From an optimization exercise on the open Yosys and OpenROAD flow, aimed at small area and a short achievable clock period; shortcuts taken in it are not production practice.
Function was checked by simulation only, so behaviour that the tests miss may differ from the original.

Design vga_style_pipe, start of the top module:
module vga_style_pipe(
	input             iCLK,
	input             iRST_N,
	input      [7:0]  iR,
	input      [7:0]  iG,
	input      [7:0]  iB,
	input      [7:0]  iW0,
	input      [7:0]  iW1,
	input      [7:0]  iW2,
	input      [7:0]  iW3,
	input      [7:0]  iW4,
	input      [7:0]  iW5,
	input      [7:0]  iW6,
	input      [7:0]  iW7,
	input      [7:0]  iW8,
	input      [2:0]  iSTYLE,
	input      [3:0]  iH_CTRL,
	input      [3:0]  iS_CTRL,
	input      [3:0]  iI_CTRL,
	input      [3:0]  iT_CTRL,
	input             iEdge,
	input             iPic,
	input      [7:0]  ikeypxl,
	input             ikey_valid,
	output reg [7:0]  oR,
	output reg [7:0]  oG,
	output reg [7:0]  oB
);
reg [7:0] p0_r, p0_g, p0_b;
reg [7:0] w0, w1, w2, w3, w4, w5, w6, w7, w8;
reg [2:0] sty0;
reg [3:0] hc0, sc0, ic0, tc0;
reg       edge0, pic0, kv0;
reg [7:0] kp0;
always @(posedge iCLK) begin
	p0_r <= iR; p0_g <= iG; p0_b <= iB;
  ...
For scale: ~4,500 cells after synthesis, about 340 flip-flops, roughly 150 I/O pins, roughly 39,000 um^2 of cells after synthesis.
export LEC_CHECK = 0
export ABC_AREA = 1
export CAP_MARGIN = 20
export CORE_MARGIN = 2
export CORE_UTILIZATION = 40
export PLACE_DENSITY = 0.6
export SLEW_MARGIN = 20
create_clock -name core_clock -period 180.0 [get_ports {iCLK}]
run.sh (not shown) runs the stock make flow with config.mk's settings and CLKGATE_MAP_FILE= SYNTH_SCRIPT=/design/flow/synth_recipe.tcl, a recipe that flattens the netlist after the stock synthesis.
Next try:
--- a/flow/design.v
+++ b/flow/design.v
@@ -552,36 +552,40 @@
 DIV3 #(10) div3(.x(div3_in), .q(div3_q));
 wire [7:0] pic_r, pic_g, pic_b;
 GAU_RGB gaus_rgb(.iR(p0_r), .iG(p0_g), .iB(p0_b), .iSum(rgb_sum), .gray(gau), .edg(feat_sat),
 	.oDiff(pic_diff), .iD3(div3_q), .oR(pic_r), .oG(pic_g), .oB(pic_b));
 wire [8:0] h_w;
 wire [7:0] s_w, i_w;
 RGB2HSI rgb2hsi(.iR(p0_r), .iG(p0_g), .iB(p0_b), .iSum(rgb_sum), .iSum3(div3_q), .Hue(h_w),
 	.Saturation(s_w), .Intensity(i_w));
+wire [8:0] h_x;
+wire [7:0] s_x, ia_w;
+HSI2HSI_ALL hsi_i(h_w, 8'd0, i_w, 1'b0, 1'b0, 1'b0, 1'b0, 1'b0, 1'b0, 1'b0, 1'b0,
+	ic0[0], ic0[1], ic0[2], ic0[3], h_x, s_x, ia_w);
 wire fin_w   = kv0 | is_edge | is_pic;
 wire hsi_w   = hc0[0] | sc0[0] | ic0[0];
 wire [23:0] fin_val = kv0 ? {kp0, kp0, kp0} : is_edge ? ~{feat, feat, feat} : {pic_b, pic_g, pic_r};
 wire [3:0] post_w = fin_w ? 4'b0000 : (sel == 5'b00001) ? 4'b0001 : (sel == 5'b00010) ? 4'b0010 :
                     (sel == 5'b10000) ? {1'b1, tc0[3:1]} : 4'b0000;
 reg        hsi1, blend1;
 reg [24:0] d1;
-reg [3:0]  hc1, sc1, ic1;
+reg [3:0]  hc1, sc1;
 reg [3:0]  post1;
 always @(posedge iCLK) begin
 	hsi1   <= hsi_w & ~fin_w;
-	d1     <= (hsi_w & ~fin_w) ? {h_w, s_w, i_w} : {1'b0, fin_w ? fin_val : {p0_b, p0_g, p0_r}};
-	hc1    <= hc0; sc1 <= sc0; ic1 <= ic0;
+	d1     <= (hsi_w & ~fin_w) ? {h_w, s_w, ia_w} : {1'b0, fin_w ? fin_val : {p0_b, p0_g, p0_r}};
+	hc1    <= hc0; sc1 <= sc0;
 	blend1 <= sty0[2] & (e1 == 8'd255) & ~fin_w;
 	post1  <= post_w;
 end
 wire [8:0] h2;
 wire [7:0] s2, i2;
 HSI2HSI_ALL hsh(d1[24:16], d1[15:8], d1[7:0], hc1[0], hc1[1], hc1[2], hc1[3],
-	sc1[0], sc1[1], sc1[2], sc1[3], ic1[0], ic1[1], ic1[2], ic1[3], h2, s2, i2);
+	sc1[0], sc1[1], sc1[2], sc1[3], 1'b0, 1'b0, 1'b0, 1'b0, h2, s2, i2);
 wire [19:0] pp;
 wire [7:0]  pmin;
 wire [8:0]  pis2;
 wire [1:0]  preg;
 HSI2RGB_A hsi2rgb_a(.iH(h2), .iS(s2), .iI(i2), .oY(pp), .oMin(pmin), .oA(pis2), .oReg(preg));
 reg        hsi2, blend2;
 reg [38:0] d2;
 reg [3:0]  post2;
@@ -589,42 +593,36 @@
 	hsi2   <= hsi1;
 	d2     <= hsi1 ? {pp, pmin, pis2, preg} : {15'd0, d1[23:0]};
 	blend2 <= blend1;
 	post2  <= post1;
 end
 wire [7:0] x_r, x_g, x_b;
 HSI2RGB hsi2rgb(.iY(d2[38:19]), .iMin(d2[18:11]), .iA(d2[10:2]), .iReg(d2[1:0]),
 	.Red(x_r), .Green(x_g), .Blue(x_b));
-reg        blend3;
-reg [23:0] d3;
-reg [3:0]  post3;
-always @(posedge iCLK) begin
-	d3     <= hsi2 ? {x_b, x_g, x_r} : d2[23:0];
-	blend3 <= blend2;
-	post3  <= post2;
-end
+wire [23:0] x3 = hsi2 ? {x_b, x_g, x_r} : d2[23:0];
 wire [7:0] y_r, y_g, y_b;
-Blend sharpener(.iR(d3[7:0]), .iG(d3[15:8]), .iB(d3[23:16]), .iEdge(blend3),
+Blend sharpener(.iR(x3[7:0]), .iG(x3[15:8]), .iB(x3[23:16]), .iEdge(blend2),
 	.oR(y_r), .oG(y_g), .oB(y_b));
 wire [7:0] gray;
 Gray_Level gray_level(.iRed(y_r), .iGreen(y_g), .iBlue(y_b), .ogray(gray));
 wire [7:0] t_r, t_g, t_b;
-RGB2RGB_TEMP rgb_temp(.iR(y_r), .iG(y_g), .iB(y_b), .sw_T(1'b1), .sw_T1(post3[0]),
-	.sw_T2(post3[1]), .sw_T3(post3[2]), .oR(t_r), .oG(t_g), .oB(t_b));
+RGB2RGB_TEMP rgb_temp(.iR(y_r), .iG(y_g), .iB(y_b), .sw_T(1'b1), .sw_T1(post2[0]),
+	.sw_T2(post2[1]), .sw_T3(post2[2]), .oR(t_r), .oG(t_g), .oB(t_b));
 reg [23:0] z;
 always @(*) begin
-	if (post3[3])          z = {t_b, t_g, t_r};
-	else if (post3[0])     z = {gray, gray, gray};
-	else if (post3[1])     z = ~{y_b, y_g, y_r};
+	if (post2[3])          z = {t_b, t_g, t_r};
+	else if (post2[0])     z = {gray, gray, gray};
+	else if (post2[1])     z = ~{y_b, y_g, y_r};
 	else                   z = {y_b, y_g, y_r};
 end
-reg [23:0] d4, d5, d6;
+reg [23:0] d3, d4, d5, d6;
 always @(posedge iCLK) begin
-	d4 <= z;
+	d3 <= z;
+	d4 <= d3;
 	d5 <= d4;
 	d6 <= d5;
 end
 always @(posedge iCLK or negedge iRST_N) begin
 	if (!iRST_N) begin
 		oR <= 8'd0;
 		oG <= 8'd0;
 		oB <= 8'd0;
The changed run finished with timing, DRC and antenna clean.
Die area goes down slightly.
Worst hold slack barely changes.
Final cell count went down slightly.
Critical path depth stays the same.
Setup slack is better by 0.031 ns.
Via count goes down slightly.
Routed wire length shrinks slightly.
Final area falls slightly.
Maximum frequency hardly moves.
Core utilization increases by 0.11 points.
Global-route usage goes up by 0.16 points.

port drivers added, routing unchanged:
Ports are ideal in the flow. The routed layouts listed here were re-timed in OpenROAD. Step 1 assumes that a clkbuf_16 drives the clock port and a buf_2 every other input. Step 2 moves the port delays by t, midway between the first and last clock arrival at a register: inputs arrive t later, outputs are due t later. That takes back most of the time a late clock gives input paths. a / b / c = ideal / step 1 / step 2; a / b = the first two.
| run | shift t [ns] | slack for setup (ns) | worst setup path at the end | worst data-port slew with drivers (ns) |
|---|---|---|---|---|
| the first run | 0.671 | 142.522 / 142.455 / 142.899 | register to register | 0.04 |
| the second run | 0.660 | 142.553 / 142.487 / 143.078 | register to register | 0.04 |
After both steps setup and hold are still met in every run listed.
